What follows belongs to an exercise in optimizing a design on an open flow for small area, a short achievable clock period and few clock cycles; a production flow would make more cautious choices.
Only simulation tests tie the RTL to the original design; equivalence was not proved.

job 9478:
==> flow/design.v (excerpt) <==
module MulDivUnit (
    input logic clk,
    input logic rst,
    input logic stall,
    input logic [DATA_WIDTH-1:0] dataInA,
    input logic [DATA_WIDTH-1:0] dataInB,
    input logic mulGetUpper,
    input logic [1:0] mulCode,
    input logic [1:0] divCode,
    input logic divReset,
    input logic divResetFromCI_Stage,
    input logic divReq,
    input logic divAcquire,
    input logic divRelease,
    output logic [DATA_WIDTH-1:0] mulDataOut,
    output logic [DATA_WIDTH-1:0] divDataOut,
    output logic divFinished,
    output logic divBusy,
    output logic divReserved,
    output logic divFree
);
    localparam MULDIV_STAGE_DEPTH = 3;
    PipelinedMultiplierUnit #(
        .BIT_WIDTH(DATA_WIDTH),
        .PIPELINE_DEPTH(MULDIV_STAGE_DEPTH)
    ) mulUnit (
        .clk(clk),
        .stall(stall),
        .fuOpA_In(dataInA),
        .fuOpB_In(dataInB),
        .getUpper(mulGetUpper),
        .mulCode(mulCode),
  ...
For scale: roughly 270 flip-flops, ~150 I/O pins.
make LEC_CHECK=0 ABC_AREA=1 CAP_MARGIN=20 CORE_MARGIN=2 CORE_UTILIZATION=40 PLACE_DENSITY=0.72 SETUP_SLACK_MARGIN=5.0 SLEW_MARGIN=20 TNS_END_PERCENT=5 finish   # period 10.0 ns
run.sh (not shown) runs the stock make flow with config.mk's settings and CLKGATE_MAP_FILE= SYNTH_SCRIPT=/design/flow/synth_recipe.tcl, a recipe that flattens the netlist after the stock synthesis.
Job 9478 finished every step from synthesis to the final layout, and the layout passed the timing, DRC and antenna checks.
Testbench counts of job 9478, summed over its fixed seeds: cycles 9,452.
What job 4687 does differently from job 9478 at the input level:
# job 9478
export LEC_CHECK = 0
export ABC_AREA = 1
export CAP_MARGIN = 20
export CORE_MARGIN = 2
export CORE_UTILIZATION = 40
export PLACE_DENSITY = 0.72
export SETUP_SLACK_MARGIN = 5.0
export SLEW_MARGIN = 20
export TNS_END_PERCENT = 5
create_clock -name core_clock -period 10.0 [get_ports {clk}]
# job 4687
export LEC_CHECK = 0
export ABC_AREA = 1
export CAP_MARGIN = 20
export CORE_MARGIN = 2
export CORE_UTILIZATION = 50
export SETUP_SLACK_MARGIN = 5.0
export SLEW_MARGIN = 20
export TNS_END_PERCENT = 5
create_clock -name core_clock -period 10.0 [get_ports {clk}]
==> results.txt <==
Compared with job 9478, job 4687 shows wire length per cell that has gone up by a little under 10%. Looking at final cell count without fillers, job 4687 sits 220 below job 9478.
Inputs modified between job 4687 and job 2788:
# job 4687
export LEC_CHECK = 0
export ABC_AREA = 1
export CAP_MARGIN = 20
export CORE_MARGIN = 2
export CORE_UTILIZATION = 50
export SETUP_SLACK_MARGIN = 5.0
export SLEW_MARGIN = 20
export TNS_END_PERCENT = 5
create_clock -name core_clock -period 10.0 [get_ports {clk}]
# job 2788
export LEC_CHECK = 0
export ABC_AREA = 1
export CAP_MARGIN = 20
export CORE_MARGIN = 2
export CORE_UTILIZATION = 40
export SETUP_SLACK_MARGIN = 5.0
export SLEW_MARGIN = 20
export TNS_END_PERCENT = 1
export BUFFER_PORTS_ARGS = -buffer_cell sky130_fd_sc_hd__buf_2
create_clock -name core_clock -period 10.0 [get_ports {clk}]
==> flow/flow/run.sh (new file) <==
#!/bin/bash
# The standard layout, except that the ports are buffered with buf_2 cells
# (the default picks clkdlybuf4s50_1, a delay cell, for every port buffer).
set -euo pipefail
echo 'export BUFFER_PORTS_ARGS = -buffer_cell sky130_fd_sc_hd__buf_2' >> config.mk
bash standard.sh finish > standard.log 2>&1
==> flow/standard.sh (new file) <==
#!/bin/bash
# synth_recipe.tcl (not shown) runs the flow's synth.tcl, then flattens the netlist and writes it again
# the make line also repeats each setting of config.mk as NAME=value (left out here)
make -C /OpenROAD-flow-scripts/flow DESIGN_CONFIG=/design/flow/config.mk WORK_HOME=/design/flow/orfs CLKGATE_MAP_FILE= SYNTH_SCRIPT=/design/flow/synth_recipe.tcl "${@:-finish}"
removed: flow/run.sh
Where slack of the critical path is concerned, job 4687 is better than job 2788.
Minimum clock period after layout: job 2788 > job 4687
Diff job 4687 -> job 2788: die height climbed 12%, critical path depth went down by 2, final area went down 0.0014 sq mm.
Looking at proportion of cell area occupied by multi-input gates, job 2788 sits above job 4687.
Looking at cell type of the slowest stage on the worst timing path, the sky130_fd_sc_hd__fa_1 result is from job 4687; the sky130_fd_sc_hd__edfxtp_1 one comes from job 2788.

========
Setup of lane 3:
Another version of the RTL of MulDivUnit (not shown whole).
For scale: about 6,400 cells after synthesis, ~280 flip-flops, ~49,000 um^2 of cells after synthesis.
clock: 10.0 ns
lec_check: 0
abc_area: 1
cap_margin: 20
core_margin: 2
core_utilization: 40
setup_slack_margin: 4.8
slew_margin: 20
tns_end_percent: 100
Stock flow here: none of the scripts above is used.
Testbench counts of lane 3, summed over its fixed seeds: cycles 9,452.
diff inputs: lane 3 => lane 4
diff --git a/flow/config.mk b/flow/config.mk
--- a/flow/config.mk
+++ b/flow/config.mk
@@ -14 +14 @@
-export TNS_END_PERCENT = 100
+export TNS_END_PERCENT = 20
### Flow results
- Lane 4 completed; timing, DRC and antenna clean
- | number of detailed-route iterations in the first pass | higher: lane 3 |
- Routed via count delta (lane 4 − lane 3): favourable

========
Setup of v20:
MulDivUnit with an RTL version that a note above also has.
Size in the first run: roughly 5900 cells after synthesis, ~270 flip-flops, roughly 150 I/O pins, about 48000 µm² of cells after synthesis.
==> flow/config.mk <==
export PLATFORM = sky130hd
export DESIGN_NAME = MulDivUnit
export DESIGN_NICKNAME = MulDivUnit
export VERILOG_FILES = /design/flow/design.v
export SDC_FILE = /design/flow/constraint.sdc
export NUM_CORES = 4
export LEC_CHECK = 0
export ABC_AREA = 1
export CAP_MARGIN = 10
export CORE_MARGIN = 2
export CORE_UTILIZATION = 40
export SETUP_SLACK_MARGIN = 5.0
export SLEW_MARGIN = 10
export TNS_END_PERCENT = 1
==> flow/constraint.sdc <==
create_clock -name core_clock -period 10.0 [get_ports {clk}]
set_input_delay 2.0000 -clock core_clock [delete_from_list [all_inputs] [get_ports {clk}]]
set_output_delay 2.0000 -clock core_clock [all_outputs]
set_load 0.01 [all_outputs]
v20 completed every stage of the flow, and the final layout passed the timing, DRC and antenna checks.
Testbench counts of v20, summed over its fixed seeds: cycles 9,452.
The inputs of v17 differ from those of v20 as listed below.
Settings: a change of CAP_MARGIN from 10 to 20; a change of TNS_END_PERCENT from 1 to 20; a change of SLEW_MARGIN from 10 to 20; a change of SETUP_SLACK_MARGIN from 5.0 to 4.8.
Findings:
In summary, v20 completed successfully, with a layout that passed the timing, DRC and antenna checks. In summary, v17 completed successfully, with a layout that passed the timing, DRC and antenna checks. v20 has a higher count of instances resized after the clock tree is built than v17. The maximum clock frequency of v17 is lower than that of v20. Of the two candidates, v20 has the better total length of routed wires and v17 the worse one. v20 and v17 ended up with nearly the same multi-input combinational gate total. Maximum net fanout on the critical path in v17 vs v20: up 18. The antenna diode count reported for v17 is smaller than that of v20 by 1. [compare] base=v20 new=v17: final design utilization has remained practically unchanged; area overhead of the layout relative to synthesis comparable; fraction of the cycle the final worst path needs increased by 0.29 points relative to the old numbers.
Setup changes, v17 to v40
Settings: changing TNS_END_PERCENT from 20 to 1; changing SETUP_SLACK_MARGIN from 4.8 to 5.0.
Between v17 and v40, the via count does not differ in any meaningful way.
Worst setup slack in v40 is 46 ps above v17.
Summary of v40 over v17: first-pass GRT wire length saw little to no change; sequential portion of the cell area neither gained nor lost much.
Diff v40..v17 | met1 usage in global routing | negligible
Between v17 and v40, the final area figures differ only marginally.
In v40, post-cts sizing count is higher than in v17.
v17 reports its source of the critical timing path as mulUnit.boothOneReg[3]$_DFFE_PN_ while v40 reports divUnit.regIsRem$_DFFE_PP_.
The initial antenna violation count of v40 falls short of that of v17 by 1.
The inputs of v26 differ from those of v40 as listed below.
Settings: a change of TNS_END_PERCENT from 1 to 5.
--- outcome ---
- Result: PASS for each of v40 and v26
- Status: met1 demand-to-capacity share in global routing parity (v26, v40)
- Looking at routed wire length, v26 sits 760 µm higher than v40 does.
- Diff v40..v26 | share of the final layout cell area in multi-input gates | negligible
- Changes observed in v26 relative to v40: area of all placed cells without fillers now larger, total of plain and repair buffers excluding clock buffers now larger.
- Of v26 and v40, it is v26 that has the higher worst setup margin.

static timing again, ports no longer ideal:
The flow's constraints put no driver on any port. The routed layouts listed below were extracted and timed again, unchanged, in two steps.
Step 1: set_driving_cell puts a clkbuf_16 on clk and a buf_2 on each other input, an assumption about the parent block.
Step 2, shift: input delay + t, output delay - t, t = (earliest + latest rising clock arrival at the registers) / 2. This alone moves slack from input paths to output paths.
Three values: no drivers, after step 1, after step 2; two values: the first two.
run	t (ns)	setup slack, ns	worst hold slack (ns)	latest minus earliest clock arrival (ns)	slew at the worst register clock pin (ns)
job 9478	0.695	4.518 / 4.518 / 3.990	0.517 / 0.517 / 0.517	0.058 / 0.058	0.07 / 0.07
job 4687	0.677	4.611 / 4.611 / 4.184	0.521 / 0.521 / 0.521	0.039 / 0.040	0.07 / 0.07
job 2788	0.675	4.594 / 4.594 / 4.074	0.517 / 0.517 / 0.517	0.065 / 0.065	0.07 / 0.07
lane 3	0.713	4.533 / 4.449 / 4.110	0.515 / 0.515 / 0.515	0.054 / 0.054	0.06 / 0.06
lane 4	0.675	4.564 / 4.514 / 3.926	0.511 / 0.511 / 0.511	0.033 / 0.033	0.08 / 0.08
v20	0.665	4.601 / 4.530 / 4.017	0.534 / 0.534 / 0.534	0.041 / 0.041	0.07 / 0.07
v17	0.669	4.571 / 4.561 / 3.986	0.536 / 0.536 / 0.536	0.043 / 0.043	0.07 / 0.07
v40	0.665	4.618 / 4.547 / 4.032	0.534 / 0.534 / 0.534	0.042 / 0.041	0.07 / 0.07
v26	0.665	4.630 / 4.604 / 3.996	0.536 / 0.536 / 0.536	0.040 / 0.040	0.07 / 0.07
After both steps every run listed still meets setup and hold. For lane 4, which loses most, drivers alone change the setup slack by -0.050 ns; drivers and shift together by -0.638 ns.
